Source: an optimization exercise on an open RTL-to-GDS flow (aim: small area). Production flows keep margins and buffers that such runs may drop.
In this exercise RTL edits were held to simulation tests only and were not proved equivalent to the original.
No activity file was given, so power comes from the tool's default toggle rates.

Design mgt_cfeb_rx, start of the top module:
module mgt_cfeb_rx
  #(
    parameter NLINK = 7
  )(
   input                   CLK,
   input                   RST,
   input                   RXREADY,        
   input  [16*NLINK-1:0]   RXDATA,         
   input  [2*NLINK-1:0]    RX_IS_K,
   input  [2*NLINK-1:0]    RXDISPERR,
   input  [2*NLINK-1:0]    RXNOTINTABLE,
   input  [NLINK-1:0]      FIFO_FULL,
   input  [NLINK-1:0]      FIFO_AFULL,
   input  [NLINK-1:0]      KILL_RXOUT,
   output [16*NLINK-1:0]   RXDATA_O,
   output [NLINK-1:0]      RXD_VALID,
   output [NLINK-1:0]      CRC_VALID,
   output [NLINK-1:0]      GOOD_CRC
   );
   wire [NLINK-1:0] rxd_valid_ch;
   wire [NLINK-1:0] crc_valid_ch;
   assign RXD_VALID = RXREADY ? (rxd_valid_ch & ~KILL_RXOUT) : {NLINK{1'b0}};
   assign CRC_VALID = RXREADY ? (crc_valid_ch & ~KILL_RXOUT) : {NLINK{1'b0}};
   genvar i;
   generate
      for (i = 0; i < NLINK; i = i + 1) begin : gen_rx_quality
         wire reset_rxd = RST | KILL_RXOUT[i];
         rx_frame_proc rx_data_check_i
           (
            .CLK(CLK),
            .RST(reset_rxd),
            .RXDATA(RXDATA[16*i +: 16]),
            .RX_IS_K(RX_IS_K[2*i +: 2]),
            .FRM_DATA(RXDATA_O[16*i +: 16]),
            .FRM_DATA_VALID(rxd_valid_ch[i]),
            .GOOD_CRC(GOOD_CRC[i]),
            .CRC_CHK_VLD(crc_valid_ch[i])
            );
      end
   endgenerate
endmodule
==> flow/config.mk <==
export PLATFORM = sky130hd
export DESIGN_NAME = mgt_cfeb_rx
export DESIGN_NICKNAME = mgt_cfeb_rx
export VERILOG_FILES = /design/flow/design.v
export SDC_FILE = /design/flow/constraint.sdc
export NUM_CORES = 4
export LEC_CHECK = 0
export CAP_MARGIN = 20
export CORE_MARGIN = 2
export CORE_UTILIZATION = 55
export PLACE_DENSITY = 0.7
export SLEW_MARGIN = 20
==> flow/constraint.sdc <==
create_clock -name core_clock -period 5.0 [get_ports {CLK}]
set_input_delay 1.0000 -clock core_clock [delete_from_list [all_inputs] [get_ports {CLK}]]
set_output_delay 1.0000 -clock core_clock [all_outputs]
set_load 0.01 [all_outputs]
standard.sh (not shown) runs the stock make flow with config.mk's settings and CLKGATE_MAP_FILE= SYNTH_SCRIPT=/design/flow/synth_recipe.tcl, a recipe that flattens the netlist after the stock synthesis.
==> flow/flow/run.sh <==
#!/bin/bash
# Own layout flow: the standard ORFS flow (standard.sh: the standard synthesis,
# floorplan, power grid and tap cells), with these layout choices changed:
#  * after the standard synthesis, flow/shrink.py sets combinational cells to their
#    smallest drive strength and splits 3-input XOR/XNOR cells into 2-input ones
#    (registers untouched); the layout's repair steps size cells up where needed;
#  * port buffers use the smallest buffer (buf_1) instead of buffer_ports' default
#    (clkdlybuf4s50_1): every input and output still gets its own buffer;
#  * clock tree synthesis without dummy loads, with sink clusters sized for clkbuf_8.
# Each step's output goes to a log file in this folder; ORFS also writes each
# tool's log under orfs/logs.
set -euo pipefail
R=orfs/results/sky130hd/mgt_cfeb_rx/base
LIB=$FLOW_HOME/platforms/sky130hd/lib/sky130_fd_sc_hd__tt_025C_1v80.lib
CTS_SIZE=$(cat flow/cts_size)
CTS_DIAM=$(cat flow/cts_diameter)
bash standard.sh synth > flow_synth.log 2>&1
cp $R/1_2_yosys.v flow_standard_synth.v
python3 flow/shrink.py $LIB flow_standard_synth.v $R/1_2_yosys.v > flow_shrink.log 2>&1
rm -f $R/1_synth.odb $R/1_synth.sdc
bash standard.sh \
  "BUFFER_PORTS_ARGS=-buffer_cell sky130_fd_sc_hd__buf_1" \
  "CTS_ARGS=-sink_clustering_enable -repair_clock_nets -dont_use_dummy_load -sink_clustering_size $CTS_SIZE -sink_clustering_max_diameter $CTS_DIAM -buf_list sky130_fd_sc_hd__clkbuf_8" \
  finish > flow_finish.log 2>&1
==> flow/flow/cts_diameter <==
60
==> flow/flow/cts_size <==
20
Other scripts of this flow, unchanged in this note and not shown: flow/flow/shrink.py
The baseline finished clean.
Edit:
--- a/flow/flow/run.sh
+++ b/flow/flow/run.sh
@@ -8,3 +8,4 @@
 #    (clkdlybuf4s50_1): every input and output still gets its own buffer;
-#  * clock tree synthesis without dummy loads, with sink clusters sized for clkbuf_8.
+#  * clock tree synthesis without dummy loads, with the sink cluster size, cluster
+#    diameter and clock buffer given in flow/cts_size, flow/cts_diameter, flow/cts_buf.
 # Each step's output goes to a log file in this folder; ORFS also writes each
@@ -16,2 +17,3 @@
 CTS_DIAM=$(cat flow/cts_diameter)
+CTS_BUF=$(cat flow/cts_buf)
 bash standard.sh synth > flow_synth.log 2>&1
@@ -22,3 +24,3 @@
   "BUFFER_PORTS_ARGS=-buffer_cell sky130_fd_sc_hd__buf_1" \
-  "CTS_ARGS=-sink_clustering_enable -repair_clock_nets -dont_use_dummy_load -sink_clustering_size $CTS_SIZE -sink_clustering_max_diameter $CTS_DIAM -buf_list sky130_fd_sc_hd__clkbuf_8" \
+  "CTS_ARGS=-sink_clustering_enable -repair_clock_nets -dont_use_dummy_load -sink_clustering_size $CTS_SIZE -sink_clustering_max_diameter $CTS_DIAM -buf_list $CTS_BUF" \
   finish > flow_finish.log 2>&1
==> flow/flow/cts_buf (new file) <==
sky130_fd_sc_hd__clkbuf_16
==> flow/flow/cts_size (replaced) <==
30
After rerunning: The new run finished with timing, DRC and antenna clean; count of clock-buffer cells in the layout goes down by 5; core utilization goes up by 0.94 points; routed wire length goes up by 0.49%; global-route usage goes up by 0.10 points; setup slack improves by 0.034 ns; final cell count barely changes; flip-flop and latch count does not change; register-to-register slack improves by 0.07 ns.
Edit:
--- a/flow/flow/run.sh
+++ b/flow/flow/run.sh
@@ -8,4 +8,3 @@
 #    (clkdlybuf4s50_1): every input and output still gets its own buffer;
-#  * clock tree synthesis without dummy loads, with the sink cluster size, cluster
-#    diameter and clock buffer given in flow/cts_size, flow/cts_diameter, flow/cts_buf.
+#  * clock tree synthesis without dummy loads, with sink clusters sized for clkbuf_8.
 # Each step's output goes to a log file in this folder; ORFS also writes each
@@ -17,3 +16,2 @@
 CTS_DIAM=$(cat flow/cts_diameter)
-CTS_BUF=$(cat flow/cts_buf)
 bash standard.sh synth > flow_synth.log 2>&1
@@ -24,3 +22,3 @@
   "BUFFER_PORTS_ARGS=-buffer_cell sky130_fd_sc_hd__buf_1" \
-  "CTS_ARGS=-sink_clustering_enable -repair_clock_nets -dont_use_dummy_load -sink_clustering_size $CTS_SIZE -sink_clustering_max_diameter $CTS_DIAM -buf_list $CTS_BUF" \
+  "CTS_ARGS=-sink_clustering_enable -repair_clock_nets -dont_use_dummy_load -sink_clustering_size $CTS_SIZE -sink_clustering_max_diameter $CTS_DIAM -buf_list sky130_fd_sc_hd__clkbuf_8" \
   finish > flow_finish.log 2>&1
==> flow/flow/cts_diameter (replaced) <==
50
==> flow/flow/cts_size (replaced) <==
16
- CORE_UTILIZATION: 55 -> 40
- PLACE_DENSITY: 0.7 -> 0.6
removed: flow/flow/cts_buf
After rerunning: The new run ran to the end with no violations. Worst setup slack got worse by 0.024 ns. Maximum frequency fell by 0.69%. Global-route usage drops by 5.1 points. Non-clock buffer count rose by 7. Design area climbs by 1.3%. Total power hardly moves. Cell count climbs by 8.7%.
Edit:
==> flow/flow/cts_diameter (replaced) <==
60
==> flow/flow/cts_size (replaced) <==
18
- CORE_UTILIZATION: 40 -> 55
- PLACE_DENSITY: 0.6 -> 0.7
Result:
- sequential power hardly moves
- wire length is lower by 4.5%
- cell count is lower by 7.7%
- clock power is lower by 20%
- die area is lower by 27%
- clock-buffer cell count is lower by 33
- first-iteration DRC count is higher by 9.3%
- hold slack gains 0.036 ns
- design area is lower by 2.6%
- setup slack loses 0.0081 ns


== amber ==
Another version of the RTL of mgt_cfeb_rx (not shown whole).
Size: ~310 I/O pins.
Settings: LEC_CHECK=0, CAP_MARGIN=20, CORE_MARGIN=2, CORE_UTILIZATION=50, CTS_BUF_LIST=sky130_fd_sc_hd__clkbuf_8, CTS_CLUSTER_DIAMETER=50, CTS_CLUSTER_SIZE=16, PLACE_DENSITY=0.65, SLEW_MARGIN=20; clock period 5.0 ns.
run.sh (not shown) runs the stock make flow with config.mk's settings and CLKGATE_MAP_FILE= SYNTH_SCRIPT=/design/flow/synth_recipe.tcl, a recipe that flattens the netlist after the stock synthesis.
Stock flow here: none of the scripts above is used.
Input-level comparison between tundra and amber:
Settings: CTS_CLUSTER_DIAMETER no longer set, was 50; PLACE_DENSITY now 0.6, was 0.65; CTS_CLUSTER_SIZE no longer set, was 16; CTS_BUF_LIST now sky130_fd_sc_hd__clkbuf_4 sky130_fd_sc_hd__clkbuf_8, was sky130_fd_sc_hd__clkbuf_8; CORE_UTILIZATION now 40, was 50.
Notes after the runs:
Compared with amber, tundra shows clock buffer count in the final layout higher by about 150%.
The lower power consumption of amber and tundra is in amber.
Compared with amber, in tundra global-route track usage on met2 shows a reduction of 4.1 points; number of global-route vias before repair grew by 1720.
As far as instance count of the mapped netlist goes, tundra and amber are indistinguishable; the numbers are identical.
tundra ends up with higher cell area power density than amber does.
Here is what was changed in the inputs of willow compared with tundra.
Settings: removing CTS_BUF_LIST (formerly sky130_fd_sc_hd__clkbuf_4 sky130_fd_sc_hd__clkbuf_8).
==> flow/flow/run.sh (new file) <==
#!/bin/bash
# Own layout flow: the standard ORFS flow (standard.sh, unchanged synthesis,
# floorplan, power grid and tap cells) with two layout choices changed:
#  * port buffers use the smallest buffer (buf_1) instead of the one buffer_ports
#    picks by default (clkdlybuf4s50_1): every input and output still gets a buffer;
#  * clock tree synthesis without dummy loads, with sink clusters sized for clkbuf_8.
# The make output goes to flow_make.log; ORFS writes each tool's log under orfs/logs.
set -euo pipefail
bash standard.sh \
  "BUFFER_PORTS_ARGS=-buffer_cell sky130_fd_sc_hd__buf_1" \
  "CTS_ARGS=-sink_clustering_enable -repair_clock_nets -dont_use_dummy_load -sink_clustering_size 16 -sink_clustering_max_diameter 50 -buf_list sky130_fd_sc_hd__clkbuf_8" \
  finish > flow_make.log 2>&1
==> flow/standard.sh (new file) <==
#!/bin/bash
# synth_recipe.tcl (not shown) runs the flow's synth.tcl, then flattens the netlist and writes it again
# the make line also repeats each setting of config.mk as NAME=value (left out here)
make -C /OpenROAD-flow-scripts/flow DESIGN_CONFIG=/design/flow/config.mk WORK_HOME=/design/flow/orfs CLKGATE_MAP_FILE= SYNTH_SCRIPT=/design/flow/synth_recipe.tcl "${@:-finish}"
removed: flow/run.sh
## What came out
In the metrics for willow and tundra, the one carrying the higher non-clock buffer total of the final layout is willow.
Combinational group power (willow vs. tundra) decreases by a few percent
willow vs. tundra: post-layout instance area lost about 10%; arrival time at the worst endpoint lost 0.63 ns; overall via count from detail_route lost 1049.
In willow the final critical path time including I/O delays and setup turned out 0.63 ns lower than in tundra.
The total global routing track utilization in willow was lower than what tundra gave.
~same number of cells in the design after placement in willow and tundra
As far as portion of netlist area occupied by mux cells goes, tundra and willow are indistinguishable; the numbers are identical.
The setup slack in willow sits 0.63 ns above the value recorded for tundra.

[port drivers added, routing unchanged]
No port has a modelled driver above. Below, the same layouts with a new extraction and two added sets of constraints.
Step 1 (the two cells are an assumption about what drives the block):
set clk [get_ports {CLK}]
set_driving_cell -lib_cell sky130_fd_sc_hd__clkbuf_16 $clk
set_driving_cell -lib_cell sky130_fd_sc_hd__buf_2 [delete_from_list [all_inputs] $clk]
Step 2 also shifts input and output timing later by t, the mid clock arrival at the registers, as if the neighbouring blocks saw the same clock.
a / b / c = no drivers / after step 1 / after step 2; a / b = the first two.
run | shift t [ns] | setup slack, ns | worst slew at a driven data input, ns | pins driven straight from the clock port
the first run of note 1 | 0.698 | 1.600 / 1.600 / 1.600 | 0.06 | 1
the second run of note 1 | 0.638 | 1.634 / 1.603 / 1.603 | 0.06 | 1
the third run of note 1 | 0.694 | 1.610 / 1.585 / 1.585 | 0.06 | 1
the fourth run of note 1 | 0.719 | 1.602 / 1.572 / 1.572 | 0.06 | 1
amber | 0.734 | 1.138 / 1.115 / 1.115 | 0.06 | 1
tundra | 0.819 | 1.140 / 1.116 / 1.116 | 0.09 | 1
willow | 0.722 | 1.768 / 1.745 / 1.745 | 0.08 | 1
After both steps setup and hold are still met in every run listed. For the second run of note 1, which loses most, drivers alone change the setup slack by -0.031 ns; drivers and shift together by -0.031 ns.
